This design comes from an exercise in tuning for small area, a short achievable clock period and few clock cycles per item on the open sky130 flow, not from production work. RTL that was checked went through simulation tests only; none was proved equivalent to the original. No functional check of the RTL was part of runs 1 to 6. No activity file was given, so power comes from the tool's default toggle rates.

[flow/flow/run.sh]
#!/bin/bash
# Standard ORFS layout (the standard.sh) with extra make variables, one
# per line in flow/args.txt: e.g. a setup repair margin aimed past the clock
# period, and the cell used for the port buffers.
set -euo pipefail
HERE=$(dirname "$0")
mapfile -t EXTRA < <(grep -v '^\s*$' "$HERE/args.txt")
bash standard.sh "${EXTRA[@]}" finish > make_finish.log 2>&1
[flow/flow/args.txt]
SETUP_SLACK_MARGIN=6.5
BUFFER_PORTS_ARGS=-buffer_cell sky130_fd_sc_hd__buf_1
[flow/standard.sh]
#!/bin/bash
# synth_recipe.tcl (not shown) runs the flow's synth.tcl, then flattens the netlist and writes it again
# the make line also repeats each setting of config.mk as NAME=value (left out here)
make -C /OpenROAD-flow-scripts/flow DESIGN_CONFIG=/design/flow/config.mk WORK_HOME=/design/flow/orfs CLKGATE_MAP_FILE= SYNTH_SCRIPT=/design/flow/synth_recipe.tcl "${@:-finish}"
[flow/config.mk]
export PLATFORM = sky130hd
export DESIGN_NAME = srt_4_div
export DESIGN_NICKNAME = srt_4_div
export VERILOG_FILES = /design/flow/design.v
export SDC_FILE = /design/flow/constraint.sdc
export NUM_CORES = 4
export LEC_CHECK = 0
export CAP_MARGIN = 20
export CORE_MARGIN = 2
export CORE_UTILIZATION = 60
export SLEW_MARGIN = 20
[flow/constraint.sdc]
create_clock -name core_clock -period 10.0 [get_ports {clk}]
set_input_delay 2.0000 -clock core_clock [delete_from_list [all_inputs] [get_ports {clk}]]
set_output_delay 2.0000 -clock core_clock [all_outputs]
set_load 0.01 [all_outputs]
[flow/design.v]
module radix4_table;
endmodule
module pre_processing (
input  [31:0] dividend,
input  [31:0] divisor,
output [5:0]  lz_a,
output [5:0]  lz_d,
output        early,
input  [5:0]  lza_reg,
input  [5:0]  lzd_reg,
input  [31:0] d,
output [4:0]  k,
output [31:0] d_shl
);
function [5:0] clz32;
	input [31:0] x;
	integer i;
	begin
		clz32 = 6'd32;
		for (i = 0; i < 32; i = i + 1)
			if (x[i]) clz32 = 6'd31 - i[5:0];
	end
endfunction
assign lz_a = clz32(dividend);
assign lz_d = clz32(divisor);
reg [31:0] d_smear;
integer j;
always @(*) begin
	d_smear[31] = divisor[31];
	for (j = 30; j >= 0; j = j - 1)
		d_smear[j] = d_smear[j+1] | divisor[j];
end
assign early = ~|(dividend & ~{1'b0, d_smear[31:1]});
wire [5:0] kk = lzd_reg - lza_reg;
assign k     = kk[4:0];
assign d_shl = d << k;
endmodule
module on_the_fly_conversion;
endmodule
module srt_4_div#(
parameter DW = 32)(
input 				clk,
input 				rst_n,
input				start,
input[DW-1:0]		dividend,
input[DW-1:0] 		divisor,
output[DW-1:0] 		quotient,
output[DW-1:0] 		reminder,
output				divfinish,
output				diverror
);
reg st_prep, st_iter, st_fin;
reg [DW-1:0] r_reg;      
reg [DW-1:0] d_reg;      
reg [DW-1:0] q_reg;      
reg [4:0]    cnt;        
reg [5:0]    lza_reg, lzd_reg;
reg          dz_reg;
wire [5:0]    lz_a, lz_d;
wire          early;
wire [4:0]    k;
wire [DW-1:0] d_shl;
pre_processing u1 (
	.dividend(dividend),
	.divisor(divisor),
	.lz_a(lz_a),
	.lz_d(lz_d),
	.early(early),
	.lza_reg(lza_reg),
	.lzd_reg(lzd_reg),
	.d(d_reg),
	.k(k),
	.d_shl(d_shl)
);
wire [DW:0] diff  = {1'b0, r_reg} - {1'b0, d_reg};
wire        q_bit = ~diff[DW];
wire last = (cnt == 5'd0);
always @(posedge clk, negedge rst_n)
begin
	if (!rst_n) begin
		st_prep <= 1'b0;
		st_iter <= 1'b0;
		st_fin  <= 1'b0;
	end else begin
		st_prep <= start & ~early;
		st_iter <= st_prep | (st_iter & ~last);
		st_fin  <= (start & early) | (st_iter & last);
	end
end
always @(posedge clk)
begin
	lza_reg <= lz_a;
	lzd_reg <= lz_d;
	if (start) begin
		r_reg  <= dividend;
		d_reg  <= divisor;
		q_reg  <= {DW{1'b0}};
		dz_reg <= ~|divisor;
	end else if (st_prep) begin
		d_reg <= d_shl;
		cnt   <= k;
	end else if (st_iter) begin
		if (q_bit)
			r_reg <= diff[DW-1:0];
		d_reg <= {1'b0, d_reg[DW-1:1]};
		q_reg <= {q_reg[DW-2:0], q_bit};
		cnt   <= cnt - 5'd1;
	end
end
assign quotient  = q_reg;
assign reminder  = r_reg;
assign divfinish = st_fin;
assign diverror  = dz_reg;
endmodule
==> results.json, run 1 <==
{
  "synth_edf_count": 70,
  "root_buffer": "clkbuf_16",
  "grt_pass1_vias": 7759,
  "synthMostInstantiatedCell": "nand2_1",
  "routed_wl_um": 27020,
  "synthSimpleGateAreaFrac_pct": 18.61,
  "reg2reg_from": "lzd_reg[0]",
  "rsz0062_at_grt": "yes",
  "core_area_mm2": 0.01448,
  "yosys.area.top_type": "edfxtp_1",
  "synthTopCellsByArea": "edfxtp_1 (24%), dfxtp_1 (9.5%), nand2_1 (8.5%), a21oi_1 (5.5%), ha_1 (5.4%)",
  "max_slew_margin_pct": 35.77,
  "path_clk_slew_ps": 60,
  "tightest_slew_ps": 962.3,
  "setup_viol": 0,
  "slowest_stage": "clkbuf_8",
  "syn_inst": 1073,
  "nets": 1286,
  "cp.required_ps": 10160,
  "io_pins": 133,
  "cp.arrival_ps": 3620,
  "synth_cell_types": 79,
  "rrSetupSlack_ps": 6710,
  "synth_xor_xnor_area_share_pct": 3.251,
  "clock_path_buffers": 2,
  "startpoint_type": "input pin",
  "grt_start_max_net_pins": 115,
  "whs_path_depth": 2,
  "viasPerCell": 6.332,
  "synth_compound_area_share_pct": 23.05,
  "max_freq_ghz": 0.2898,
  "min-delay-path-class": "reg -> reg",
  "synthDominantCellAreaShare_pct": 23.75,
  "clk_latency_ps": 430,
  "place_congestion": 0.9300,
  "powerDensity_mw_per_mm2": 257.0,
  "critical_path.top_delay_family": "buffers and inverters",
  "drc_errors": 0,
  "synth_area_mm2": 0.008852,
  "synthFlopType": "edfxtp_1",
  "io_buffer_count": 132,
  "num_rows": 44,
  "wl_per_cell_um": 19.61,
  "yosys_warnings": 2,
  "yosys_register_bits": 115,
  "dp_slack_ps": 5887,
  "firstDrtPassIters": 6,
  "ir_drop_mv": 0.1824,
  "muxShareOfSynthArea_pct": 9.569,
  "antenna_found_initial": 3,
  "synth-adder-area-share_pct": 5.823,
  "ys_async_sr_fraction_pct": 2.609,
  "cts_sinks": 115,
  "die-area_mm2": 0.01574,
  "fin_skew_ps": 12.94,
  "synthToLayoutAreaGrowth_pct": 14.26,
  "min_from": "q_reg[5]",
  "endpoint_kind": "register",
  "slowest_delay_ps": 570,
  "synth_top_family_by_area": "compound AO/OA/AOI/OAI gates",
  "ff2ff_path_depth": 12,
  "dp_hpwl_um": 20040,
  "cts_made_buffers": 17,
  "tns_ps": 0,
  "ys_seq_area_share_pct": 34.09,
  "path_buf_inv": 2,
  "cts_max_level": 4,
  "via_count": 8726,
  "syn-num-nets": 1180,
  "min_period_ps": 3451,
  "min_to": "q_reg[6]",
  "cts_tree": "yes",
  "finalHoldViolCount": 0,
  "die_width_um": 125.5,
  "slew_violations": 0,
  "cts_hold_buf": 0,
  "grt_overflow": 0,
  "period_share_pct": 34.51,
  "final_antenna_net_count": 0,
  "outcome": "no timing/DRC/antenna violations",
  "syn_avg_cell_area_um2": 8.250,
  "crit_type": "in -> reg",
  "drive_gt1_share_pct": 7.886,
  "die_y_um": 125.5,
  "path_max_fanout": 114,
  "synth.top_cells.by_count": "nand2_1 (200), a21oi_1 (98), nor2_1 (86)",
  "track_usage_pct": 33.89,
  "maxCapViolations": 0,
  "leakage_uw": 0.003980,
  "initial_core_util_pct": 61.14,
  "r2r-end": "d_reg[31]",
  "drt_iter0_markers": 1115,
  "layout_setup_ws_ps": 6549,
  "grt_pass1_wl_um": 41800,
  "worstPathCellList": "clkbuf_4 -> clkbuf_8 -> nor3b_1 -> a221oi_1 -> nand3_1"
}
repair_timing:
| item | in CTS | in global routing |
|---|---|---|
| buffers inserted | 0 | 0 |
| endpoints found under the setup margin | 41 | 72 |
| gates cloned | 0 | 1 |
| gates resized for setup | 3 | 14 |
| endpoints found under the hold margin | 0 | 0 |
| pin swaps | 0 | 1 |
worst reg2reg max path: stages, from the launching register on:
cell and delay, ps:
dfxtp_1 300, inv_1 60, ha_1 140, inv_1 70, fa_1 500, a21o_1 250
a21oi_2 240, xnor2_4 240, nor2_4 390, nand2b_1 230, nor2_2 320, a31o_2 210
nand2_1 90
routing by layer:
layer | vias up | GRT usage (%) | routed length, um
met5 | - | 0 | 0
met4 | 0 | 8.562 | 409
met3 | 44 | 7.574 | 3007
met2 | 480 | 50.75 | 11940
met1 | 4071 | 49.94 | 11660
li1 | 4131 | - | -
report_power, final:
| group | switching (uW) | leakage (uW) | internal (uW) |
|---|---|---|---|
| combinational | 769 | 0.00260 | 504 |
| sequential | 86.8 | 0.00110 | 645 |
| clock | 245 | 0.000272 | 349 |
| total | 1100 | 0.00398 | 1500 |
per-stage QoR:
step / utilization [%] / instance area, um^2 / total power [uW] / hold slack, ps / instances
6_report: 69.86 / 10110 / 2600 / 463.3 / 1378
2_1_floorplan: - / 8857 / 1645 / 480.5 / 1073
5_1_grt: 69.82 / 10110 / 2770 / 481.7 / 1376
3_3_place_gp: 65.14 / 9432 / 1952 / 447.4 / 1342
4_1_cts: 69.18 / 10020 / 2563 / 465.6 / 1374
3_5_place_dp: 65.14 / 9432 / 1959 / 456.5 / 1342
placed cells by master (no fill, tap or decap), types with 13 or more instances in the layout:
cell	n
nor2_1	84
nand2_1	197
a21o_1	19
o21ai_1	22
clkbuf_16	17
a22oi_1	13
mux4_2	15
xnor2_1	16
nor3_1	14
buf_1	131
edfxtp_1	70
inv_1	67
dfxtp_1	42
mux2i_1	43
a21oi_1	98
o21ai_0	63
ha_1	38
how the worst max path moves through the flow:
stage	from	cells after the start	slack, ps	endpoint
after floorplan	start	4	6580	r_reg[0]
after global routing	start	5	6440	r_reg[31]
after CTS	dividend[16]	9	6530	st_prep
after detailed placement	start	5	5890	r_reg[31]
final	start	5	6550	r_reg[31]
after global placement	start	5	5920	r_reg[31]
kinds of logic (layout without fill, tap and decap cells):
group / count (synthesis) / after routing
fa+ha+maj: 40 / 40
compound gates: 323 / 323
buf+inv: 124 / 242
mux: 65 / 65
xor+xnor: 29 / 29
simple gates: 377 / 378
other cells: 0 / 2
flops: 115 / 115
area by class of cell:
| type | instances | area [um^2] |
|---|---|---|
| Antenna cell | 2 | 5.005 |
| Clock buffer | 18 | 429.2 |
| Clock inverter | 14 | 145.1 |
| Fill cell | 1270 | 4364 |
| Inverter | 69 | 259.0 |
| Multi-Input combinational cell | 835 | 5431 |
| Sequential cell | 115 | 3018 |
| Tap cell | 184 | 230.2 |
| Timing Repair Buffer | 141 | 596.8 |
==> run 2: changes to the inputs <==
--- a/flow/design.v
+++ b/flow/design.v
@@ -77,2 +77,3 @@
 wire last = (cnt == 5'd0);
+wire idle = ~(st_prep | st_iter | st_fin);
 always @(posedge clk, negedge rst_n)
@@ -93,3 +94,3 @@
 	lzd_reg <= lz_d;
-	if (start) begin
+	if (idle) begin
 		r_reg  <= dividend;
==> results.json, run 2 <==
{
  "outcome": "no timing/DRC/antenna violations",
  "synthFlopType": "edfxtp_1",
  "yosys_register_bits": 115,
  "drc_errors": 0,
  "path_max_fanout": 5,
  "leakage_uw": 0.003966,
  "synthMostInstantiatedCell": "nand2_1",
  "power_switching_share_pct": 45.12,
  "wl_met1_um": 11870,
  "yosys.area.top_type": "edfxtp_1",
  "synth_edf_count": 70,
  "tns_ps": 0,
  "reg2reg_from": "d_reg[0]",
  "grt_pass1_wl_um": 42490,
  "worstPathCellList": "buf_1 -> nor2_1 -> o31ai_2 -> a211oi_2 -> o31ai_1 -> a211oi_1 -> nor3_1 -> o31ai_1 -> a211oi_1 -> o31a_1",
  "synthToLayoutAreaGrowth_pct": 16.33,
  "cp.arrival_ps": 3690,
  "dp_hpwl_um": 19470,
  "p_comb_share_pct": 58.1,
  "maxCapViolations": 0,
  "max_freq_ghz": 0.2966,
  "crit_type": "in -> reg",
  "core_area_mm2": 0.01437,
  "path_buf_inv": 1,
  "min-delay-path-class": "reg -> reg",
  "cts_tree": "yes",
  "routed_wl_um": 26790,
  "io_pins": 133,
  "viasPerCell": 6.263,
  "path_clk_slew_ps": 60,
  "n_antenna_cell": 0,
  "multiInputGateArea_mm2": 0.005375,
  "seqPwrFrac_pct": 26.4,
  "place_congestion": 0.9572,
  "firstDrtPassIters": 5,
  "synth_area_mm2": 0.008728,
  "grt_start_max_net_pins": 104,
  "top_layer": "met4",
  "fin_skew_ps": 14.24,
  "synthDominantCellAreaShare_pct": 24.08,
  "synth_xor_xnor_area_share_pct": 3.297,
  "final_antenna_net_count": 0,
  "dr_wl_met2_um": 12040,
  "met3WireLength_um": 2367,
  "syn_avg_cell_area_um2": 8.377,
  "cp.required_ps": 10320,
  "clockPowerShare_pct": 15.5,
  "finalHoldViolCount": 0,
  "die-area_mm2": 0.01553,
  "ys_seq_area_share_pct": 34.58,
  "slowest_stage": "a211oi_1",
  "slew_violations": 0,
  "rrSetupSlack_ps": 6640,
  "synth_cell_types": 71,
  "track_usage_pct": 34.59,
  "max_slew_margin_pct": 27.36,
  "die_y_um": 124.6,
  "io_buffer_count": 132,
  "final_common_cell": "nand2_1",
  "clk_latency_ps": 430,
  "yosys_warnings": 2,
  "num_rows": 44,
  "synth_compound_area_share_pct": 23.71,
  "utilization_pct": 70.66,
  "critical_path.top_delay_family": "compound AO/OA/AOI/OAI gates",
  "die_width_um": 124.6,
  "final_cell_mix": "nand2_1 (150), buf_1 (131), a21oi_1 (108), nor2_1 (101), o21ai_0 (73)",
  "setup_viol": 0,
  "synthSimpleGateAreaFrac_pct": 17.02,
  "antenna_found_initial": 0,
  "startpoint_type": "input pin",
  "whs_path_depth": 2,
  "ff2ff_path_depth": 12,
  "slowest_delay_ps": 260,
  "grt_overflow": 0,
  "seq_area_mm2": 0.003018,
  "fillCellCount": 1218,
  "netSwitchingPower_uw": 1779,
  "via_count": 8543,
  "syn-num-nets": 1149,
  "whs_ps": 459.8,
  "clock_path_buffers": 2,
  "synth_top_family_by_area": "compound AO/OA/AOI/OAI gates",
  "period_share_pct": 33.71,
  "syn_inst": 1042,
  "ir_drop_mv": 0.2689,
  "min_period_ps": 3371,
  "p_int_uw": 2164,
  "min_from": "q_reg[31]",
  "powerDensity_mw_per_mm2": 388.3,
  "initial_core_util_pct": 60.75,
  "synth-adder-area-share_pct": 5.906,
  "rsz0062_at_grt": "no",
  "tightest_slew_ps": 1090,
  "nets": 1274,
  "muxShareOfSynthArea_pct": 10.13,
  "drive_gt1_share_pct": 8.475,
  "root_buffer": "clkbuf_16",
  "ys_async_sr_fraction_pct": 2.609,
  "cts_sinks": 115,
  "drt_iter0_markers": 991,
  "r2r-end": "r_reg[20]",
  "min_to": "q_reg[31]",
  "grt_pass1_vias": 7881,
  "endpoint_kind": "register",
  "synthTopCellsByArea": "edfxtp_1 (24%), dfxtp_1 (9.6%), nand2_1 (6.5%), a21oi_1 (6.2%), mux2i_1 (6.0%)",
  "wl_per_cell_um": 19.64,
  "cts_max_level": 4,
  "synth.top_cells.by_count": "nand2_1 (152), a21oi_1 (108), nor2_1 (102)",
  "cts_made_buffers": 17
}
[run 2: cell count changes after synthesis, sizes merged, moves of 7 or more]
cell    delta
a211oi    +12
nor2b      +8
clkbuf     -7
a22oi     -12
o21ai     -11
mux2i      +9
a21oi      +9
a21o       -8
nand2     -48
nor2      +15
[run 2: worst min-delay path: cells and delay by family, from the launching register on]
kind,cells,cell delay [ps]
compound gates,1,50
flops,1,310
simple gates,1,50
[run 2: per-stage QoR]
| step | cell area, um^2 | std cells | total power (uW) | setup slack (ps) |
|---|---|---|---|---|
| final | 10150 | 1364 | 3943 | 6629 |
| after detailed placement | 9369 | 1323 | 3165 | 5896 |
| after global placement | 9369 | 1323 | 3133 | 6000 |
| after CTS | 10050 | 1361 | 3859 | 6539 |
| after floorplan | 8731 | 1042 | 2604 | 6613 |
| after global routing | 10150 | 1364 | 4223 | 6499 |
[run 2: cell type report]
cell class | instances | area share [%]
Multi-Input combinational cell | 811 | 52.94
Sequential cell | 115 | 29.72
Timing Repair Buffer | 152 | 6.654
Clock buffer | 18 | 4.436
Inverter | 70 | 2.588
Tap cell | 184 | 2.267
Clock inverter | 14 | 1.392
[run 2: how the worst max path moves through the flow]
stage | endpoint | start | slack (ps) | depth (start not counted)
floorplan | lza_reg[1] | dividend[1] | 6610 | 9
global placement | r_reg[5] | d_reg[0] | 6000 | 11
detailed placement | r_reg[11] | d_reg[0] | 5900 | 11
CTS | r_reg[19] | d_reg[17] | 6540 | 11
global route | lza_reg[1] | dividend[1] | 6500 | 10
finish | lza_reg[1] | dividend[1] | 6630 | 10
[run 2: power by group through the flow]
stage	clock network, uW	registers [uW]	logic, uW
finish	610	1040	2290
global route	633	1070	2520
CTS	615	1030	2210
detailed placement	0	1050	2120
global placement	0	1040	2090
floorplan	0	1050	1550
[run 2: cells by family (layout without fill, tap and decap cells)]
logic type,count (synthesis),count (layout)
multiplexers,70,70
adder cells (fa/ha/maj),40,40
AO/OA/AOI/OAI,327,327
buffers and inverters,118,254
flip-flops,115,115
XOR/XNOR,32,32
AND/OR/NAND/NOR,340,342
[run 2: repair_timing]
action | in CTS | in global routing
hold buffers | 0 | 0
buffers inserted | 4 | 3
gates resized for setup | 6 | 14
endpoints found under the setup margin | 41 | 38
gates cloned | 2 | 0
pin swaps | 1 | 2
[run 2: layer usage]
layer / track usage [%] / vias up
met5: 0 / -
met4: 9.518 / 0
met3: 7.045 / 53
met2: 51.75 / 405
met1: 51.07 / 4010
li1: - / 4075
==> run 3: changes to the inputs <==
==> flow/flow/args.txt (replaced) <==
SETUP_SLACK_MARGIN=7
BUFFER_PORTS_ARGS=-buffer_cell sky130_fd_sc_hd__buf_1
==> results.json, run 3 <==
{
  "outcome": "no timing/DRC/antenna violations",
  "firstDrtPassIters": 6,
  "reg2reg_from": "r_reg[0]",
  "initial_core_util_pct": 60.75,
  "path_clk_slew_ps": 60,
  "ir_drop_mv": 0.3419,
  "grt_pass1_wl_um": 45640,
  "ff2ff_path_depth": 14,
  "dp_hpwl_um": 19820,
  "cts_max_level": 4,
  "slew_violations": 0,
  "synthFlopType": "edfxtp_1",
  "max_slew_margin_pct": 31.25,
  "p_int_uw": 2560,
  "drive_gt1_share_pct": 25.60,
  "yosys.area.top_type": "edfxtp_1",
  "cp.required_ps": 10340,
  "p_comb_share_pct": 65.4,
  "utilization_pct": 81.45,
  "cts_hold_buf": 0,
  "rrSetupSlack_ps": 6820,
  "syn_avg_cell_area_um2": 8.377,
  "whs_ps": 456.5,
  "die-area_mm2": 0.01553,
  "synthMostInstantiatedCell": "nand2_1",
  "r2r-end": "r_reg[3]",
  "crit_path_start": "divisor[3]",
  "grtUsageMet2_pct": 55.61,
  "fin_area_mm2": 0.01170,
  "finalHoldViolCount": 0,
  "crit_type": "in -> reg",
  "viasPerCell": 6.692,
  "busiest_layer": "met2",
  "via_count": 9543,
  "max_freq_ghz": 0.3085,
  "startpoint_type": "input pin",
  "min-delay-path-class": "reg -> reg",
  "clk_latency_ps": 420,
  "use_met1_pct": 53.37,
  "final_cells": 1426,
  "n_antenna_cell": 0,
  "synth_edf_count": 70,
  "placedCellCount": 1322,
  "endpoint_kind": "register",
  "worstPathCellList": "buf_6 -> o31a_1 -> o31ai_1 -> a21boi_1 -> o31ai_2 -> a211oi_2 -> o31ai_2 -> a211oi_1 -> nor3_1",
  "drt_iter0_markers": 1233,
  "synthDominantCellAreaShare_pct": 24.08,
  "die_width_um": 124.6,
  "final_cell_mix": "nand2_1 (144), buf_1 (100), a21oi_1 (95), nor2_1 (92), edfxtp_1 (70)",
  "io_buffer_count": 132,
  "grt_pass1_vias": 8404,
  "synth_cell_types": 71,
  "path_max_fanout": 4,
  "clockPowerShare_pct": 12.5,
  "root_buffer": "clkbuf_16",
  "nets": 1336,
  "die_y_um": 124.6,
  "powerDensity_mw_per_mm2": 403.3,
  "cts_made_buffers": 17,
  "yosys_register_bits": 115,
  "cts_tree": "yes",
  "num_rows": 44,
  "synth_area_mm2": 0.008728,
  "min_period_ps": 3241,
  "track_usage_pct": 37.11,
  "final_common_cell": "nand2_1",
  "netSwitchingPower_uw": 2161,
  "ys_seq_area_share_pct": 34.58,
  "synth.top_cells.by_count": "nand2_1 (152), a21oi_1 (108), nor2_1 (102)",
  "use_met3_pct": 8.849,
  "routed_wl_um": 31970,
  "slowest_stage": "o31a_1",
  "synthTopCellsByArea": "edfxtp_1 (24%), dfxtp_1 (9.6%), nand2_1 (6.5%), a21oi_1 (6.2%), mux2i_1 (6.0%)",
  "grt_start_max_net_pins": 86,
  "power_switching_share_pct": 45.77,
  "maxCapViolations": 0,
  "grt_overflow": 0,
  "tightest_slew_ps": 1030,
  "rsz0062_at_grt": "yes",
  "slowest_delay_ps": 290,
  "core_area_mm2": 0.01437,
  "antenna_found_initial": 0,
  "clock_path_buffers": 2,
  "fin_skew_ps": 7.175,
  "yosys_warnings": 2,
  "syn_inst": 1042,
  "final_antenna_net_count": 0,
  "cp.arrival_ps": 3590,
  "synthToLayoutAreaGrowth_pct": 34.09,
  "period_share_pct": 32.41,
  "post_dp_cell_area_mm2": 0.009400,
  "seqPwrFrac_pct": 22.1,
  "place_congestion": 0.9286,
  "path_common_cell": "o31ai_2",
  "cts_sinks": 115,
  "critPathCapture": "lzd_reg[1]",
  "tns_ps": 0,
  "syn-num-nets": 1149,
  "ys_async_sr_fraction_pct": 2.609,
  "drc_errors": 0,
  "setup_viol": 0,
  "io_pins": 133,
  "leakage_uw": 0.004506,
  "wl_per_cell_um": 22.42
}
[run 3: kinds of logic after synthesis]
logic type / count (synthesis) / synth area share (%)
xor+xnor: 32 / 3.297
fa+ha+maj: 40 / 5.906
compound gates: 327 / 23.71
mux: 70 / 10.13
simple gates: 340 / 17.02
buf+inv: 118 / 5.361
flops: 115 / 34.58
[run 3: layout make-up]
class	count	area (um^2)
multi-input cells	810	6158
flip-flops and latches	115	3019
fillers	922	2665
repair buffers	215	1471
clock buffers	18	450.4
inverters	70	262.8
well taps	184	230.2
clock inverters	14	111.4
[run 3: repair_timing]
action / CTS / global route
setup endpoints to repair: 88 / 110
setup buffers: 29 / 36
cloned: 6 / 1
pin swaps: 27 / 68
resized for setup: 115 / 168
[run 3: worst min path at each step]
stage | from | to | slack [ps] | cells past startpoint
2_1_floorplan | q_reg[31] | q_reg[31] | 480 | 2
3_3_place_gp | q_reg[31] | q_reg[31] | 440 | 2
3_5_place_dp | q_reg[31] | q_reg[31] | 450 | 2
4_1_cts | q_reg[31] | q_reg[31] | 450 | 2
5_1_grt | q_reg[5] | q_reg[6] | 490 | 2
6_report | q_reg[31] | q_reg[31] | 460 | 2
[run 3: per-stage QoR]
step,total power [uW],setup WS [ps]
after floorplan,2613,6713
after global placement,3162,6188
after detailed placement,3197,6209
after CTS,4176,6666
after global routing,4963,6691
final,4721,6759
[run 3: per-layer routing]
metal  vias up  routed length (um)
li1       4191                   -
met1      4462               12310
met2       752               14350
met3       138                4017
met4         0                1298
met5         -                   0
[run 3: power by group through the flow]
stage	combinational, uW	clock (uW)	sequential (uW)
4_1_cts	2550	588	1030
3_3_place_gp	2130	0	1040
2_1_floorplan	1560	0	1050
5_1_grt	3290	607	1070
6_report	3090	589	1040
3_5_place_dp	2150	0	1040
[run 3: critical path: cells and delay by family]
family | cells | cell delay, ps
buf+inv | 1 | 100
simple gates | 1 | 160
compound gates | 7 | 1330
==> run 4: changes to the inputs <==
--- a/flow/design.v
+++ b/flow/design.v
@@ -5,7 +5,7 @@
 input  [31:0] divisor,
-output [5:0]  lz_a,
-output [5:0]  lz_d,
+output [4:0]  lz_a,
+output [4:0]  lz_d,
 output        early,
-input  [5:0]  lza_reg,
-input  [5:0]  lzd_reg,
+input  [4:0]  lza_reg,
+input  [4:0]  lzd_reg,
 input  [31:0] d,
@@ -14,3 +14,3 @@
 );
-function [5:0] clz32;
+function [4:0] clz32;
 	input [31:0] x;
@@ -18,5 +18,5 @@
 	begin
-		clz32 = 6'd32;
-		for (i = 0; i < 32; i = i + 1)
-			if (x[i]) clz32 = 6'd31 - i[5:0];
+		clz32 = 5'd31;
+		for (i = 1; i < 32; i = i + 1)
+			if (x[i]) clz32 = 5'd31 - i[4:0];
 	end
@@ -33,4 +33,3 @@
 assign early = ~|(dividend & ~{1'b0, d_smear[31:1]});
-wire [5:0] kk = lzd_reg - lza_reg;
-assign k     = kk[4:0];
+assign k     = lzd_reg - lza_reg;
 assign d_shl = d << k;
@@ -56,5 +55,5 @@
 reg [4:0]    cnt;        
-reg [5:0]    lza_reg, lzd_reg;
+reg [4:0]    lza_reg, lzd_reg;
 reg          dz_reg;
-wire [5:0]    lz_a, lz_d;
+wire [4:0]    lz_a, lz_d;
 wire          early;
@@ -74,4 +73,10 @@
 );
-wire [DW:0] diff  = {1'b0, r_reg} - {1'b0, d_reg};
-wire        q_bit = ~diff[DW];
+wire [DW-1:0] diff;
+wire          q_bit;
+sub_bk u4 (
+	.a(r_reg),
+	.b(d_reg),
+	.diff(diff),
+	.ge(q_bit)
+);
 wire last = (cnt == 5'd0);
@@ -104,3 +109,3 @@
 		if (q_bit)
-			r_reg <= diff[DW-1:0];
+			r_reg <= diff;
 		d_reg <= {1'b0, d_reg[DW-1:1]};
@@ -115 +120,32 @@
 endmodule
+module sub_bk (
+input  [31:0] a,
+input  [31:0] b,
+output [31:0] diff,
+output        ge
+);
+wire [31:0] p0 = a ^ ~b;
+wire [31:0] g0 = a & ~b;
+reg [32:0] g, p;
+integer i, s;
+always @(*) begin
+	g[0] = 1'b1;
+	p[0] = 1'b0;
+	for (i = 0; i < 32; i = i + 1) begin
+		g[i+1] = g0[i];
+		p[i+1] = p0[i];
+	end
+	for (s = 1; s < 64; s = s * 2)
+		for (i = 2*s-1; i <= 32; i = i + 2*s) begin
+			g[i] = g[i] | (p[i] & g[i-s]);
+			p[i] = p[i] & p[i-s];
+		end
+	for (s = 32; s >= 1; s = s / 2)
+		for (i = 3*s-1; i <= 32; i = i + 2*s) begin
+			g[i] = g[i] | (p[i] & g[i-s]);
+			p[i] = p[i] & p[i-s];
+		end
+end
+assign diff = p0 ^ g[31:0];
+assign ge   = g[32];
+endmodule
==> flow/flow/args.txt (replaced) <==
SETUP_SLACK_MARGIN=6.5
BUFFER_PORTS_ARGS=-buffer_cell sky130_fd_sc_hd__buf_1
==> results.json, run 4 <==
{
  "dp_hpwl_um": 18350,
  "grt_start_max_net_pins": 96,
  "syn-num-nets": 1069,
  "ys_async_sr_fraction_pct": 2.609,
  "clk_latency_ps": 420,
  "min_period_ps": 3455,
  "clock_path_buffers": 2,
  "synth.top_cells.by_count": "nand2_1 (114), a21oi_1 (108), inv_1 (86)",
  "final_antenna_net_count": 0,
  "cp.required_ps": 10300,
  "synth_cell_types": 68,
  "whs_ps": 452.2,
  "tns_ps": 0,
  "synthTopCellsByArea": "edfxtp_1 (25%), dfxtp_1 (9.9%), a21oi_1 (6.3%), mux4_2 (5.8%), ha_1 (5.4%)",
  "yosys_register_bits": 115,
  "synth_area_mm2": 0.008534,
  "wl_per_cell_um": 20.31,
  "endpoint_kind": "register",
  "fin_skew_ps": 9.455,
  "period_share_pct": 34.55,
  "startpoint_type": "input pin",
  "grt_overflow": 0,
  "place_congestion": 0.9517,
  "path_clk_slew_ps": 60,
  "final_cell_mix": "buf_1 (132), nand2_1 (111), a21oi_1 (106), inv_1 (82), nor2_1 (75)",
  "initial_core_util_pct": 61.48,
  "track_usage_pct": 33.99,
  "slew_violations": 0,
  "io_buffer_count": 132,
  "cts_sinks": 115,
  "routed_wl_um": 26290,
  "die-area_mm2": 0.01519,
  "ir_drop_mv": 0.2435,
  "die_y_um": 123.3,
  "cts_tree": "yes",
  "drt_iter0_markers": 864,
  "setup_viol": 0,
  "via_count": 8164,
  "finalHoldViolCount": 0,
  "num_rows": 43,
  "outcome": "no timing/DRC/antenna violations",
  "nets": 1222,
  "io_pins": 133,
  "maxCapViolations": 0,
  "core_area_mm2": 0.01388,
  "root_buffer": "clkbuf_16",
  "grt_pass1_vias": 7136,
  "yosys.area.top_type": "edfxtp_1",
  "crit_type": "in -> reg",
  "syn_inst": 948,
  "synthToLayoutAreaGrowth_pct": 20.04,
  "n_antenna_cell": 0,
  "fillCellCount": 1103,
  "multiInputGateArea_mm2": 0.005157,
  "max_slew_margin_pct": 31.47,
  "min-delay-path-class": "reg -> reg",
  "path_max_fanout": 6,
  "tightest_slew_ps": 1028,
  "drive_gt1_share_pct": 13.73,
  "post_dp_cell_area_mm2": 0.009140,
  "cts_made_buffers": 17,
  "antenna_found_initial": 0,
  "synthDominantCellAreaShare_pct": 24.63,
  "seq_area_mm2": 0.003018,
  "powerDensity_mw_per_mm2": 368.8,
  "cp.arrival_ps": 3760,
  "grt_pass1_wl_um": 38740,
  "viasPerCell": 6.309,
  "synthFlopType": "edfxtp_1",
  "leakage_uw": 0.004058,
  "synthMostInstantiatedCell": "nand2_1",
  "ys_seq_area_share_pct": 35.36,
  "fin_area_mm2": 0.01024,
  "utilization_pct": 73.81,
  "synth_edf_count": 70,
  "rsz0062_at_grt": "yes",
  "firstDrtPassIters": 6,
  "final_common_cell": "buf_1",
  "max_freq_ghz": 0.2894,
  "die_width_um": 123.3,
  "yosys_warnings": 3,
  "drc_errors": 0,
  "cts_max_level": 4,
  "syn_avg_cell_area_um2": 9.003
}
## run 4: path summary, 6_finish.rpt
check                       startpoint        end  slack [ps]  cells past startpoint
max                        divisor[30]     st_fin        6540                      6
min                          q_reg[31]  q_reg[31]         450                      2
max reg2reg                   d_reg[1]  r_reg[30]        6550                     13
min reg2reg                  q_reg[31]  q_reg[31]         450                      2
max in group asynchronous        rst_n     st_fin        8470                      1
min in group asynchronous        rst_n    st_iter        1380                      1
## run 4: layer usage
layer	GRT usage, %	wire (um)	part of all wire, %	up-vias
li1	-	-	-	3774
met1	44.71	10270	39	3859
met2	54.29	12580	48	476
met3	8.672	2707	10	55
met4	12.43	731	2.8	0
met5	0	0	0	-
## run 4: cell type report
cell class                 count  share of cell area [%]
clock buffer                  24                   5.227
clock inverter                 8                  0.4152
inverter                      87                   3.188
multi-input combinational    699                   50.34
sequential                   115                   29.46
tap                          180                   2.198
timing repair buffer         181                   9.172
## run 4: worst max-delay path, cell delays in order
cell and delay [ps]:
buf_1 160, or4_1 610, nand2b_1 240, nor2_2 250
a311oi_2 190, a2bb2o_1 310
## run 4: kinds of logic (layout without fill, tap and decap cells)
family                     after synthesis  after routing  synth area share (%)
AOI/OAI and AO/OA                      282            282                 20.98
and+or+nand+nor                        274            274                 14.16
buffers and inverters                  134            300                 6.436
DFF                                    115            115                 35.36
muxes                                   67             67                 11.22
adders and majority gates               54             54                 9.412
xor gates and xnor gates                22             22                 2.434
## run 4: metrics by stage
stage,power [uW],setup slack [ps],cells
after floorplan,2359,6515,948
after global placement,2835,6059,1225
after detailed placement,2875,6019,1225
after CTS,3509,6508,1260
after global routing,4063,6461,1294
final,3778,6545,1294
## run 4: repair_timing
item,CTS,global route
setup buffers,3,30
pin swaps,0,12
hold buffers,0,0
gates resized for setup,9,34
gates cloned,0,3
endpoints found under the setup margin,37,38
## run 4: power breakdown
group / switching [uW] / internal, uW / leakage (uW) / total, uW
logic: 1170 / 966 / 0.00265 / 2140
clock network: 217 / 372 / 0.000296 / 589
registers: 195 / 855 / 0.00111 / 1050
total: 1590 / 2190 / 0.00406 / 3780
==> run 5: changes to the inputs <==
==> flow/flow/args.txt (replaced) <==
SETUP_SLACK_MARGIN=6
BUFFER_PORTS_ARGS=-buffer_cell sky130_fd_sc_hd__buf_1
==> results.json, run 5 <==
{
  "outcome": "no timing/DRC/antenna violations",
  "track_usage_pct": 33.74,
  "synth_xor_xnor_area_share_pct": 2.434,
  "io_buffer_count": 132,
  "critPathCapture": "d_reg[14]",
  "die_y_um": 123.3,
  "crit_path_start": "lzd_reg[0]",
  "n_antenna_cell": 0,
  "antenna_found_initial": 0,
  "seq_area_mm2": 0.003018,
  "drc_errors": 0,
  "yosys_register_bits": 115,
  "synth-adder-area-share_pct": 9.412,
  "tns_ps": 0,
  "finalHoldViolCount": 0,
  "drive_gt1_share_pct": 8.442,
  "clk_latency_ps": 420,
  "reg2reg_from": "lzd_reg[0]",
  "multiInputGateArea_mm2": 0.004992,
  "syn_inst": 948,
  "dp_slack_ps": 6019,
  "synth_area_mm2": 0.008534,
  "core_area_mm2": 0.01388,
  "cts_tree": "yes",
  "via_count": 7941,
  "grt_pass1_vias": 7131,
  "synthToLayoutAreaGrowth_pct": 14.19,
  "place_congestion": 0.9517,
  "rrSetupSlack_ps": 6240,
  "synth_top_family_by_area": "compound AO/OA/AOI/OAI gates",
  "clockPowerShare_pct": 16.9,
  "powerDensity_mw_per_mm2": 358.1,
  "layout_setup_ws_ps": 6237,
  "cts_hold_buf": 0,
  "rsz0062_at_grt": "no",
  "startpoint_type": "register",
  "utilization_pct": 70.21,
  "cts_made_buffers": 17,
  "max_freq_ghz": 0.2658,
  "syn-num-nets": 1069,
  "synthMostInstantiatedCell": "nand2_1",
  "tightest_slew_ps": 983.5,
  "nets": 1186,
  "synthFlopType": "edfxtp_1",
  "die-area_mm2": 0.01519,
  "muxShareOfSynthArea_pct": 11.22,
  "yosys.area.top_type": "edfxtp_1",
  "final_common_cell": "buf_1",
  "p_int_uw": 2014,
  "cp.required_ps": 10150,
  "synth_edf_count": 70,
  "ys_seq_area_share_pct": 35.36,
  "period_share_pct": 37.63,
  "synthDominantCellAreaShare_pct": 24.63,
  "setup_viol": 0,
  "grt_overflow": 0,
  "die_width_um": 123.3,
  "firstDrtPassIters": 6,
  "drt_iter0_markers": 816,
  "path_max_fanout": 39,
  "fillCellCount": 1178,
  "cts_setup_buffers": 0,
  "ys_async_sr_fraction_pct": 2.609,
  "io_pins": 133,
  "ff2ff_path_depth": 11,
  "yosys_warnings": 3,
  "grt_pass1_wl_um": 38520,
  "max_slew_margin_pct": 34.43,
  "slew_violations": 0,
  "routed_wl_um": 24980,
  "syn_avg_cell_area_um2": 9.003,
  "synth_compound_area_share_pct": 20.98,
  "cts_sinks": 115,
  "cts_max_level": 4,
  "ir_drop_mv": 0.2407,
  "cp.arrival_ps": 3910,
  "seqPwrFrac_pct": 31.1,
  "synth.top_cells.by_count": "nand2_1 (114), a21oi_1 (108), inv_1 (86)",
  "final_cell_mix": "buf_1 (132), nand2_1 (113), a21oi_1 (108), inv_1 (85), nor2_1 (77)",
  "endpoint_kind": "register",
  "netSwitchingPower_uw": 1476,
  "synthTopCellsByArea": "edfxtp_1 (25%), dfxtp_1 (9.9%), a21oi_1 (6.3%), mux4_2 (5.8%), ha_1 (5.4%)",
  "wl_per_cell_um": 19.86,
  "p_comb_share_pct": 52.0,
  "root_buffer": "clkbuf_16",
  "initial_core_util_pct": 61.48,
  "synthSimpleGateAreaFrac_pct": 14.16,
  "grt_start_max_net_pins": 96,
  "min-delay-path-class": "reg -> reg",
  "path_clk_slew_ps": 60,
  "leakage_uw": 0.003832,
  "num_rows": 43,
  "viasPerCell": 6.312,
  "r2r-end": "d_reg[14]",
  "power_switching_share_pct": 42.28,
  "synth_cell_types": 68,
  "dp_hpwl_um": 18350,
  "crit_type": "reg -> reg",
  "fin_skew_ps": 9.876,
  "maxCapViolations": 0,
  "final_antenna_net_count": 0,
  "clock_path_buffers": 2,
  "min_period_ps": 3763
}
## run 5: cell counts after synthesis
Identical to the previous run, type by type.
## run 5: worst min-delay path by stage
stage                     slack, ps   endpoint       from  depth (start not counted)
after floorplan                 480  q_reg[31]  q_reg[31]                          2
after global placement          440  q_reg[31]  q_reg[31]                          2
after detailed placement        450  q_reg[31]  q_reg[31]                          2
after CTS                       460  q_reg[31]  q_reg[31]                          2
after global routing            480  q_reg[31]  q_reg[30]                          2
final                           450  q_reg[31]  q_reg[31]                          2
## run 5: per-stage QoR
step | cell area, um^2 | power, uW | hold WS (ps) | cells
after floorplan | 8534 | 2359 | 480.5 | 948
after global placement | 9140 | 2835 | 442.1 | 1225
after detailed placement | 9140 | 2875 | 449.0 | 1225
after CTS | 9718 | 3486 | 457.1 | 1257
after global routing | 9746 | 3776 | 482.3 | 1258
final | 9746 | 3490 | 452.3 | 1258
## run 5: area by class of cell
cell class / instances / area share (%)
Sequential cell: 115 / 30.97
Clock buffer: 24 / 5.495
Inverter: 87 / 3.351
Tap cell: 180 / 2.311
Multi-Input combinational cell: 699 / 51.23
Timing Repair Buffer: 145 / 6.214
Clock inverter: 8 / 0.4365
## run 5: worst max-delay path, stage by stage (launching register included)
cell,delay (ps)
dfxtp_1,300
inv_1,40
ha_1,160
inv_1,60
fa_2,510
buf_4,500
mux2_2,430
a22o_1,270
mux2i_1,460
mux2i_1,290
a221oi_1,360
a21oi_1,80
## run 5: kinds of logic (layout without fill, tap and decap cells)
family	after synthesis	in the layout
AND/OR/NAND/NOR	274	274
XOR/XNOR	22	22
buffers and inverters	134	264
multiplexers	67	67
adder cells (fa/ha/maj)	54	54
AO/OA/AOI/OAI	282	282
flip-flops	115	115
## run 5: timing repair
action / 4_1_cts / 5_1_grt
endpoints found under the hold margin: 0 / 0
setup endpoints to repair: 0 / 32
resized for setup: 0 / 2
## run 5: per-layer routing
layer	wire (um)	track usage, %	vias to the layer above
met4	762	11.93	0
met2	11720	54.02	426
met5	0	0	-
li1	-	-	3717
met3	2301	8.672	66
met1	10190	44.40	3732
## run 5: power groups by stage
stage	Sequential [uW]	Clock (uW)	Combinational, uW
after floorplan	1080	0	1280
after global placement	1090	0	1750
after detailed placement	1090	0	1790
after CTS	1080	592	1810
after global routing	1120	612	2050
final	1090	590	1810
==> run 6: changes to the inputs <==
--- a/flow/design.v
+++ b/flow/design.v
@@ -99,17 +99,14 @@
 	lzd_reg <= lz_d;
-	if (idle) begin
-		r_reg  <= dividend;
-		d_reg  <= divisor;
-		q_reg  <= {DW{1'b0}};
+	if (idle | (st_iter & q_bit))
+		r_reg <= idle ? dividend : diff;
+	if (idle)
+		d_reg <= divisor;
+	else if (st_prep)
+		d_reg <= d_shl;
+	else
+		d_reg <= {1'b0, d_reg[DW-1:1]};
+	q_reg <= idle ? {DW{1'b0}} : {q_reg[DW-2:0], q_bit & st_iter};
+	cnt <= st_prep ? k : cnt - 5'd1;
+	if (idle)
 		dz_reg <= ~|divisor;
-	end else if (st_prep) begin
-		d_reg <= d_shl;
-		cnt   <= k;
-	end else if (st_iter) begin
-		if (q_bit)
-			r_reg <= diff;
-		d_reg <= {1'b0, d_reg[DW-1:1]};
-		q_reg <= {q_reg[DW-2:0], q_bit};
-		cnt   <= cnt - 5'd1;
-	end
 end
==> flow/flow/args.txt (replaced) <==
SETUP_SLACK_MARGIN=6.5
BUFFER_PORTS_ARGS=-buffer_cell sky130_fd_sc_hd__buf_1
==> results.json, run 6 <==
{
  "ir_drop_mv": 0.2225,
  "path_clk_slew_ps": 60,
  "core_area_mm2": 0.01272,
  "synth.top_cells.by_count": "nor2_1 (132), a21oi_1 (111), inv_1 (86)",
  "min-delay-path-class": "reg -> reg",
  "clockPowerShare_pct": 16.2,
  "place_congestion": 0.9565,
  "die_width_um": 118.8,
  "placedCellCount": 1197,
  "grt_pass1_vias": 7127,
  "path_max_fanout": 6,
  "cts_tree": "yes",
  "yosys_warnings": 3,
  "grt_pass1_wl_um": 37410,
  "clk_latency_ps": 430,
  "initial_core_util_pct": 62.11,
  "cts_max_level": 4,
  "p_comb_share_pct": 56.0,
  "final_cells": 1241,
  "synth_edf_count": 35,
  "io_pins": 133,
  "fin_skew_ps": 7.120,
  "synthDominantCellAreaShare_pct": 19.51,
  "syn-num-nets": 1047,
  "seqPwrFrac_pct": 27.9,
  "leakage_uw": 0.003779,
  "cts_made_buffers": 17,
  "final_cell_mix": "nor2_1 (129), buf_1 (128), a21oi_1 (107), inv_1 (83), nand2_1 (66)",
  "reg2reg_from": "d_reg[9]",
  "viasPerCell": 6.250,
  "synthFlopType": "dfxtp_1",
  "yosys_register_bits": 115,
  "cts_sinks": 115,
  "period_share_pct": 36.08,
  "die-area_mm2": 0.01410,
  "min_from": "q_reg[25]",
  "power_switching_share_pct": 42.98,
  "fin_area_mm2": 0.009598,
  "io_buffer_count": 132,
  "seq_area_mm2": 0.002704,
  "num_rows": 41,
  "setup_viol": 0,
  "via_count": 7756,
  "cp.required_ps": 10310,
  "final_antenna_net_count": 0,
  "multiInputGateArea_mm2": 0.005082,
  "routed_wl_um": 24760,
  "powerDensity_mw_per_mm2": 379.6,
  "rsz0062_at_grt": "yes",
  "final_common_cell": "nor2_1",
  "grt_start_max_net_pins": 64,
  "endpoint_kind": "register",
  "synthMostInstantiatedCell": "nor2_1",
  "drc_errors": 0,
  "max_slew_margin_pct": 31.76,
  "maxCapViolations": 0,
  "yosys.area.top_type": "dfxtp_1",
  "dp_hpwl_um": 17110,
  "root_buffer": "clkbuf_16",
  "antenna_found_initial": 0,
  "tns_ps": 0,
  "ys_seq_area_share_pct": 33.76,
  "tightest_slew_ps": 1019,
  "syn_inst": 926,
  "die_y_um": 118.8,
  "clock_path_buffers": 2,
  "fillCellCount": 981,
  "synth_cell_types": 67,
  "p_int_uw": 2077,
  "track_usage_pct": 34.17,
  "cts_hold_buf": 0,
  "synth_area_mm2": 0.007901,
  "wl_per_cell_um": 19.95,
  "ys_async_sr_fraction_pct": 2.609,
  "nets": 1177,
  "min_period_ps": 3608,
  "n_antenna_cell": 0,
  "crit_type": "in -> reg",
  "grt_overflow": 0,
  "finalHoldViolCount": 0,
  "firstDrtPassIters": 8,
  "syn_avg_cell_area_um2": 8.533,
  "max_freq_ghz": 0.2771,
  "drive_gt1_share_pct": 14.50,
  "synthToLayoutAreaGrowth_pct": 21.47,
  "outcome": "no timing/DRC/antenna violations",
  "utilization_pct": 75.44,
  "post_dp_cell_area_mm2": 0.008591,
  "slew_violations": 0,
  "startpoint_type": "input pin",
  "drt_iter0_markers": 954,
  "netSwitchingPower_uw": 1566,
  "cp.arrival_ps": 3920,
  "crit_path_start": "divisor[27]",
  "synthTopCellsByArea": "dfxtp_1 (20%), edfxtp_1 (13%), a21oi_1 (7.0%), mux4_2 (6.8%), nor2_1 (6.3%)"
}
[run 6: cell count changes after synthesis, moves of 13 or more]
cell      previous run  this run
and2_1               0        32
dfxtp_1             42        77
edfxtp_1            70        35
mux2i_1             36        23
nand2_1            114        66
nand3_1             24         5
nor2_1              78       132
o21ai_1             14         0
[run 6: cell type report]
cell class	instances	area share [%]
clock inverters	12	0.9777
well taps	172	2.242
flip-flops and latches	115	28.17
inverters	86	3.363
repair buffers	153	7.300
multi-input cells	683	52.95
clock buffers	20	4.993
[run 6: through the flow]
| step | hold WS (ps) | worst slack [ps] | power (uW) |
|---|---|---|---|
| 5_1_grt | 479.9 | 6361 | 3889 |
| 6_report | 451.7 | 6392 | 3643 |
| 3_3_place_gp | 432.4 | 5865 | 2705 |
| 2_1_floorplan | 434.7 | 6487 | 2242 |
| 4_1_cts | 455.8 | 6445 | 3433 |
| 3_5_place_dp | 438.8 | 5814 | 2731 |
[run 6: layer usage]
| layer | routed length [um] | track usage [%] | vias up |
|---|---|---|---|
| met1 | 10160 | 47.87 | 3665 |
| met5 | 0 | 1.838 | - |
| met3 | 2614 | 8.060 | 52 |
| met2 | 11390 | 52.33 | 479 |
| li1 | - | - | 3560 |
| met4 | 592 | 10.49 | 0 |
[run 6: final timing paths]
path / to / slack, ps / cells past startpoint
worst max-delay path: st_fin / 6390 / 9
worst min-delay path: q_reg[26] / 450 / 1
worst max register to register: r_reg[15] / 6500 / 13
worst min register to register: q_reg[26] / 450 / 1
max in group asynchronous: st_prep / 8450 / 1
min in group asynchronous: st_prep / 1380 / 1
[run 6: logic make-up (layout without fill, tap and decap cells)]
group | Yosys count | after routing | share of synthesized area, %
flip-flops | 115 | 115 | 33.76
multiplexers | 48 | 48 | 9.897
AO/OA/AOI/OAI | 263 | 264 | 20.21
AND/OR/NAND/NOR | 292 | 292 | 16.85
buffers and inverters | 129 | 271 | 6.255
adder cells (fa/ha/maj) | 54 | 54 | 10.17
XOR/XNOR | 25 | 25 | 2.866
[run 6: power by group through the flow]
stage          Sequential (uW)  Clock (uW)  Combinational (uW)
2_1_floorplan             1020           0                1220
3_3_place_gp               995           0                1710
3_5_place_dp              1000           0                1730
4_1_cts                    992         588                1850
5_1_grt                   1040         611                2240
6_report                  1020         589                2040
[run 6: timing repair]
action / CTS / global route
buffers inserted: 6 / 4
hold endpoints to repair: 0 / 0
resized for setup: 15 / 56
pin swaps: 9 / 20
setup endpoints to repair: 42 / 42
cloned: 1 / 1
[run 6: worst max-delay path, cell delays in order]
cell	delay, ps
buf_1	190
nor4_2	370
nand2_1	150
nor3_4	190
inv_2	80
a2111o_1	330
nor3b_2	230
a21oi_2	140
a32o_1	240
==> run 7: changes to the inputs <==
--- a/flow/design.v
+++ b/flow/design.v
@@ -25,12 +25,30 @@
 assign lz_d = clz32(divisor);
-reg [31:0] d_smear;
-integer j;
-always @(*) begin
-	d_smear[31] = divisor[31];
-	for (j = 30; j >= 0; j = j - 1)
-		d_smear[j] = d_smear[j+1] | divisor[j];
-end
-assign early = ~|(dividend & ~{1'b0, d_smear[31:1]});
-assign k     = lzd_reg - lza_reg;
-assign d_shl = d << k;
+wire [7:0] d_nib;
+wire [7:0] d_hi;      
+wire [7:0] bad;
+genvar g;
+generate
+	for (g = 0; g < 8; g = g + 1) begin : nib
+		wire [3:0] a4 = dividend[4*g+3:4*g];
+		wire [3:0] d4 = divisor[4*g+3:4*g];
+		assign d_nib[g] = |d4;
+		wire [3:0] above = {1'b0, d4[3], |d4[3:2], |d4[3:1]};
+		assign bad[g] = |(a4 & ~above) & ~d_hi[g];
+	end
+endgenerate
+assign d_hi[7] = 1'b0;
+assign d_hi[6] = d_nib[7];
+assign d_hi[5] = |d_nib[7:6];
+assign d_hi[4] = |d_nib[7:5];
+assign d_hi[3] = |d_nib[7:4];
+assign d_hi[2] = |d_nib[7:3];
+assign d_hi[1] = |d_nib[7:2];
+assign d_hi[0] = |d_nib[7:1];
+assign early = ~|bad;
+assign k = lzd_reg - lza_reg;
+wire [31:0] s0 = k[0] ? {d[30:0],  1'b0}  : d;
+wire [31:0] s1 = k[1] ? {s0[29:0], 2'b0}  : s0;
+wire [31:0] s2 = k[2] ? {s1[27:0], 4'b0}  : s1;
+wire [31:0] s3 = k[3] ? {s2[23:0], 8'b0}  : s2;
+assign d_shl   = k[4] ? {s3[15:0], 16'b0} : s3;
 endmodule
--- a/flow/config.mk
+++ b/flow/config.mk
@@ -10,2 +10,3 @@
 export CORE_UTILIZATION = 60
+export CTS_BUF_LIST = sky130_fd_sc_hd__clkbuf_8
 export SLEW_MARGIN = 20
==> results.json, run 7 <==
{
  "endpoint_kind": "register",
  "synth_cell_types": 62,
  "path_clk_slew_ps": 80,
  "syn-num-nets": 1030,
  "syn_avg_cell_area_um2": 8.716,
  "max_slew_margin_pct": 30.95,
  "die-area_mm2": 0.01414,
  "final_common_cell": "buf_1",
  "synth_area_mm2": 0.007923,
  "tightest_slew_ps": 1029,
  "setup_viol": 0,
  "nets": 1150,
  "powerDensity_mw_per_mm2": 370.7,
  "path_max_fanout": 16,
  "die_width_um": 118.9,
  "min_period_ps": 3368,
  "final_cell_mix": "buf_1 (132), inv_1 (85), nor2_1 (80), a21oi_1 (79), dfxtp_1 (76)",
  "worstPathCellList": "inv_1 -> ha_1 -> o21a_1 -> o211ai_1 -> and3b_1 -> nor3_1 -> a31oi_1 -> a211o_1 -> o21a_1 -> fa_2 -> o21ai_4 -> buf_12",
  "path_common_cell": "o21a_1",
  "drive_gt1_share_pct": 7.965,
  "cp.required_ps": 10170,
  "synthMostInstantiatedCell": "inv_1",
  "ys_async_sr_fraction_pct": 2.609,
  "yosys_register_bits": 115,
  "crit_type": "reg -> reg",
  "routed_wl_um": 24300,
  "fin_skew_ps": 13.13,
  "slew_violations": 0,
  "synthToLayoutAreaGrowth_pct": 13.44,
  "n_antenna_cell": 0,
  "syn_inst": 909,
  "maxCapViolations": 0,
  "outcome": "no timing/DRC/antenna violations",
  "cts_sinks": 115,
  "slowest_stage": "dfxtp_1",
  "leakage_uw": 0.003733,
  "firstDrtPassIters": 5,
  "max_freq_ghz": 0.2969,
  "root_buffer": "clkbuf_8",
  "track_usage_pct": 34.88,
  "dp_slack_ps": 6080,
  "antenna_found_initial": 0,
  "final_antenna_net_count": 0,
  "seq_area_mm2": 0.002669,
  "clk_latency_ps": 460,
  "tns_ps": 0,
  "wl_per_cell_um": 20.01,
  "initial_core_util_pct": 62.02,
  "via_count": 7558,
  "drc_errors": 0,
  "synth.top_cells.by_count": "inv_1 (87), nor2_1 (80), a21oi_1 (79)",
  "rsz0062_at_grt": "yes",
  "grt_start_max_net_pins": 122,
  "grt_pass1_vias": 7209,
  "cts_tree": "yes",
  "synthFlopType": "dfxtp_1",
  "startpoint_type": "register",
  "grt_overflow": 0,
  "cp.arrival_ps": 3540,
  "place_congestion": 1.017,
  "synthTopCellsByArea": "dfxtp_1 (19%), edfxtp_1 (13%), mux2i_1 (6.4%), ha_1 (5.8%), a21oi_1 (5.0%)",
  "ys_seq_area_share_pct": 33.67,
  "utilization_pct": 70.36,
  "yosys.area.top_type": "dfxtp_1",
  "clock_path_buffers": 2,
  "min-delay-path-class": "reg -> reg",
  "die_y_um": 118.9,
  "layout_setup_ws_ps": 6632,
  "grt_pass1_wl_um": 38030,
  "total_power_uw": 3331,
  "num_rows": 41,
  "ir_drop_mv": 0.2232,
  "viasPerCell": 6.226,
  "slowest_delay_ps": 500,
  "io_pins": 133,
  "synthDominantCellAreaShare_pct": 19.46,
  "dp_hpwl_um": 17800,
  "synth_edf_count": 35,
  "period_share_pct": 33.68,
  "cts_max_level": 4,
  "yosys_warnings": 3,
  "cts_made_buffers": 17,
  "core_area_mm2": 0.01277,
  "multiInputGateArea_mm2": 0.004788,
  "fillCellCount": 1084,
  "drt_iter0_markers": 805,
  "io_buffer_count": 132,
  "finalHoldViolCount": 0
}
## run 7: cell types whose count changed in the layout (fill, tap and decap cells not counted), sizes merged, moves of 7 or more
cell / change
o21a: +9
nor2: -52
a211oi: -8
mux4: -13
nand3: +19
buf: -9
o211ai: +7
a21oi: -29
mux2i: +28
nand2: +9
## run 7: cell type report
| class | count | share of cell area (%) |
|---|---|---|
| Clock inverter | 15 | 1.629 |
| Multi-Input combinational cell | 665 | 53.28 |
| Inverter | 87 | 3.675 |
| Timing Repair inverter | 1 | 0.05569 |
| Clock buffer | 17 | 2.603 |
| Timing Repair Buffer | 142 | 6.669 |
| Tap cell | 172 | 2.395 |
| Sequential cell | 115 | 29.70 |
## run 7: path summary, 6_finish.rpt
path / startpoint / endpoint / slack (ps) / cells after the start
setup / recovery: d_reg[11] / r_reg[18] / 6630 / 12
hold / removal: q_reg[26] / q_reg[27] / 450 / 1
setup reg to reg: d_reg[11] / r_reg[18] / 6630 / 12
hold reg to reg: q_reg[26] / q_reg[27] / 450 / 1
max in group asynchronous: rst_n / st_fin / 8490 / 1
min in group asynchronous: rst_n / st_iter / 1340 / 1
## run 7: cell families (layout without fill, tap and decap cells)
family / Yosys count / after routing / share of synthesized area, %
flops: 115 / 115 / 33.67
simple gates: 268 / 268 / 15.84
xor+xnor: 23 / 23 / 2.732
compound gates: 251 / 252 / 20.53
mux: 68 / 68 / 10.42
buf+inv: 130 / 262 / 6.665
fa+ha+maj: 54 / 54 / 10.14
## run 7: critical path, delay by kind of cell (launching register included)
kind	cells	cell delay, ps
flip-flops	1	500
AO/OA/AOI/OAI	6	1110
AND/OR/NAND/NOR	2	410
buffers and inverters	2	260
adder cells (fa/ha/maj)	2	770
## run 7: per-stage QoR
| step | cells | area, um^2 | hold WS (ps) |
|---|---|---|---|
| 3_3_place_gp | 1178 | 8518 | 429.3 |
| 5_1_grt | 1214 | 8987 | 469.8 |
| 2_1_floorplan | 909 | 7934 | 434.7 |
| 6_report | 1214 | 8987 | 453.3 |
| 4_1_cts | 1213 | 8960 | 456.9 |
| 3_5_place_dp | 1178 | 8523 | 436.9 |
## run 7: layer usage
metal,part of all wire (%),vias up,global-route usage (%)
met3,9.9,97,8.860
met2,45,459,53.45
met1,40,3489,45.04
met5,0,-,0
li1,-,3513,-
met4,5.4,0,19.27
## run 7: what timing repair did
action | in CTS | in global routing
pin swaps | 2 | 0
gates resized for setup | 1 | 5
hold buffers | 0 | 0
buffers inserted | 2 | 0
hold endpoints to repair | 0 | 0
endpoints found under the setup margin | 32 | 45
gates cloned | 1 | 1
## run 7: report_power, final
group          switching (uW)  internal (uW)
combinational            1080            812
sequential                192            817
clock                     225            203
Testbench counts of run 7, summed over its fixed seeds: cycles 27,282, divisions 3,200.
==> run 8: changes to the inputs <==
==> flow/flow/args.txt (replaced) <==
SETUP_SLACK_MARGIN=6.8
BUFFER_PORTS_ARGS=-buffer_cell sky130_fd_sc_hd__buf_1
==> results.json, run 8 <==
{
  "max_slew_margin_pct": 45.74,
  "cts_tree": "yes",
  "outcome": "no timing/DRC/antenna violations",
  "synthMostInstantiatedCell": "inv_1",
  "routed_wl_um": 26960,
  "syn-num-nets": 1030,
  "rsz0062_at_grt": "yes",
  "die_width_um": 118.9,
  "synthTopCellsByArea": "dfxtp_1 (19%), edfxtp_1 (13%), mux2i_1 (6.4%), ha_1 (5.8%), a21oi_1 (5.0%)",
  "wl_per_cell_um": 22.06,
  "powerDensity_mw_per_mm2": 381.9,
  "cts_sinks": 115,
  "synthDominantCellAreaShare_pct": 19.46,
  "min-delay-path-class": "reg -> reg",
  "slowest_stage": "edfxtp_1",
  "final_common_cell": "buf_1",
  "finalHoldViolCount": 0,
  "synth_edf_count": 35,
  "nets": 1158,
  "dp_hpwl_um": 19750,
  "cts_max_level": 4,
  "synth_area_mm2": 0.007923,
  "drive_gt1_share_pct": 12.76,
  "die_y_um": 118.9,
  "tns_ps": 0,
  "leakage_uw": 0.003841,
  "core_area_mm2": 0.01277,
  "n_antenna_cell": 0,
  "drt_iter0_markers": 919,
  "slowest_delay_ps": 440,
  "cts_made_buffers": 17,
  "rrSetupSlack_ps": 6800,
  "period_share_pct": 31.95,
  "clock_path_buffers": 2,
  "synth_cell_types": 62,
  "cp.arrival_ps": 3350,
  "final_antenna_net_count": 0,
  "path_max_fanout": 14,
  "yosys.area.top_type": "dfxtp_1",
  "viasPerCell": 6.444,
  "antenna_found_initial": 0,
  "place_congestion": 0.9789,
  "max_freq_ghz": 0.3130,
  "final_cell_mix": "buf_1 (129), inv_1 (88), nor2_1 (79), a21oi_1 (78), nand2_1 (74)",
  "startpoint_type": "register",
  "io_pins": 133,
  "grt_pass1_wl_um": 41200,
  "ys_seq_area_share_pct": 33.67,
  "endpoint_kind": "register",
  "grt_overflow": 0,
  "ir_drop_mv": 0.2230,
  "worstPathCellList": "ha_1 -> nand4_1 -> o21bai_2 -> o41ai_4 -> o21ai_1 -> a31oi_1 -> a211o_1 -> o21a_1 -> fa_2 -> o21ai_4 -> buf_12",
  "die-area_mm2": 0.01414,
  "placedCellCount": 1180,
  "ys_async_sr_fraction_pct": 2.609,
  "initial_core_util_pct": 62.02,
  "synthFlopType": "dfxtp_1",
  "maxCapViolations": 0,
  "cp.required_ps": 10160,
  "drc_errors": 0,
  "firstDrtPassIters": 6,
  "via_count": 7874,
  "slew_violations": 0,
  "path_clk_slew_ps": 80,
  "syn_inst": 909,
  "clk_latency_ps": 450,
  "tightest_slew_ps": 813.0,
  "yosys_warnings": 3,
  "syn_avg_cell_area_um2": 8.716,
  "fin_skew_ps": 11.65,
  "setup_viol": 0,
  "root_buffer": "clkbuf_8",
  "grt_start_max_net_pins": 67,
  "synthToLayoutAreaGrowth_pct": 18.19,
  "yosys_register_bits": 115,
  "min_period_ps": 3195,
  "track_usage_pct": 37.94,
  "final_cells": 1222,
  "io_buffer_count": 132,
  "crit_type": "reg -> reg",
  "num_rows": 41,
  "grt_pass1_vias": 7704,
  "synth.top_cells.by_count": "inv_1 (87), nor2_1 (80), a21oi_1 (79)"
}
[run 8: cell count changes in the layout (fill, tap and decap cells not counted), sizes merged]
cell / before / now
buf: 142 / 148
bufinv: 1 / 3
clkbuf: 17 / 22
clkinvlp: 3 / 1
inv: 93 / 90
[run 8: worst paths after layout]
check                                from        end  depth (start not counted)
worst max-delay path            r_reg[19]   r_reg[3]                         11
worst min-delay path            q_reg[25]  q_reg[26]                          1
worst max register to register  r_reg[19]   r_reg[3]                         11
worst min register to register  q_reg[25]  q_reg[26]                          1
max in group asynchronous           rst_n    st_prep                          1
min in group asynchronous           rst_n     st_fin                          1
[run 8: final cells by class]
class / instances / area [um^2]
Clock buffer: 19 / 261.5
Clock inverter: 13 / 157.7
Fill cell: 974 / 3410
Inverter: 87 / 326.6
Multi-Input combinational cell: 665 / 5047
Sequential cell: 115 / 2690
Tap cell: 172 / 215.2
Timing Repair Buffer: 151 / 665.6
[run 8: kinds of logic (layout without fill, tap and decap cells)]
| family | count (synthesis) | after routing | share of synthesized area [%] |
|---|---|---|---|
| buffers and inverters | 130 | 270 | 6.665 |
| and+or+nand+nor | 268 | 268 | 15.84 |
| DFF | 115 | 115 | 33.67 |
| AOI/OAI and AO/OA | 251 | 252 | 20.53 |
| adders and majority gates | 54 | 54 | 10.14 |
| xor gates and xnor gates | 23 | 23 | 2.732 |
| muxes | 68 | 68 | 10.42 |
[run 8: layer usage]
layer	vias to the layer above	track usage [%]	share of wire (%)
met3	107	8.238	8.6
met1	3729	47.08	38
met4	0	21.95	5.6
met2	510	61.03	48
li1	3528	-	-
met5	-	0	0
[run 8: worst max-delay path, delay by kind of cell, from the launching register on]
family	cells	cell delay (ps)
compound gates	7	1340
fa+ha+maj	2	760
flops	1	440
buf+inv	1	180
simple gates	1	150
[run 8: per-stage QoR]
stage	total power (uW)	instance area (um^2)	utilization, %	hold WS, ps	worst slack, ps
2_1_floorplan	2341	8061	-	434.7	6730
3_3_place_gp	2830	8658	67.78	429.1	6096
3_5_place_dp	2914	8658	67.78	437.3	6105
4_1_cts	3456	9189	71.94	454.3	6811
5_1_grt	3810	9364	73.31	472.4	6714
6_report	3576	9364	73.31	452.8	6805
[run 8: what timing repair did]
action,in CTS,in global routing
pin swaps,4,9
buffers inserted,6,3
resized for setup,12,35
hold buffers,0,0
cloned,1,0
endpoints found under the setup margin,43,49
[run 8: report_power, final]
part	leakage, uW	internal, uW	switching (uW)	total (uW)
registers	0.00103	826	201	1030
clock network	0.000218	259	209	468
logic	0.00259	899	1180	2080
total	0.00384	1980	1590	3580

[what the ideal ports hide]
In the flow no input, the clock included, has a driving cell. The finished layouts below were timed again as built, in two steps.
Step 1 assumes that a clkbuf_16 drives the clock port and a buf_2 every other input.
Step 2, shift: input delay + t, output delay - t, t = (earliest + latest rising clock arrival at the registers) / 2. This alone moves slack from input paths to output paths.
Slacks: ideal ports / drivers / drivers and shift; pairs: ideal ports / drivers.
run	t (ns)	setup WS [ns]	hold slack, ns	worst slew at a driven data input, ns
run 1	0.467	6.549 / 6.571 / 6.104	0.463 / 0.463 / 0.463	0.08
run 2	0.467	6.629 / 6.638 / 6.190	0.460 / 0.460 / 0.460	0.06
run 3	0.466	6.759 / 6.753 / 6.287	0.456 / 0.456 / 0.456	0.07
run 4	0.461	6.545 / 6.553 / 6.105	0.452 / 0.452 / 0.452	0.05
run 5	0.463	6.237 / 6.237 / 5.933	0.452 / 0.452 / 0.452	0.05
run 6	0.467	6.392 / 6.413 / 5.946	0.452 / 0.452 / 0.452	0.04
run 7	0.490	6.632 / 6.632 / 6.181	0.453 / 0.453 / 0.453	0.03
run 8	0.485	6.805 / 6.792 / 6.369	0.453 / 0.453 / 0.453	0.07
After both steps setup and hold are still met in every run listed. The setup slack of run 3, which loses most, moves by -0.006 ns with the drivers and by -0.472 ns with both steps.
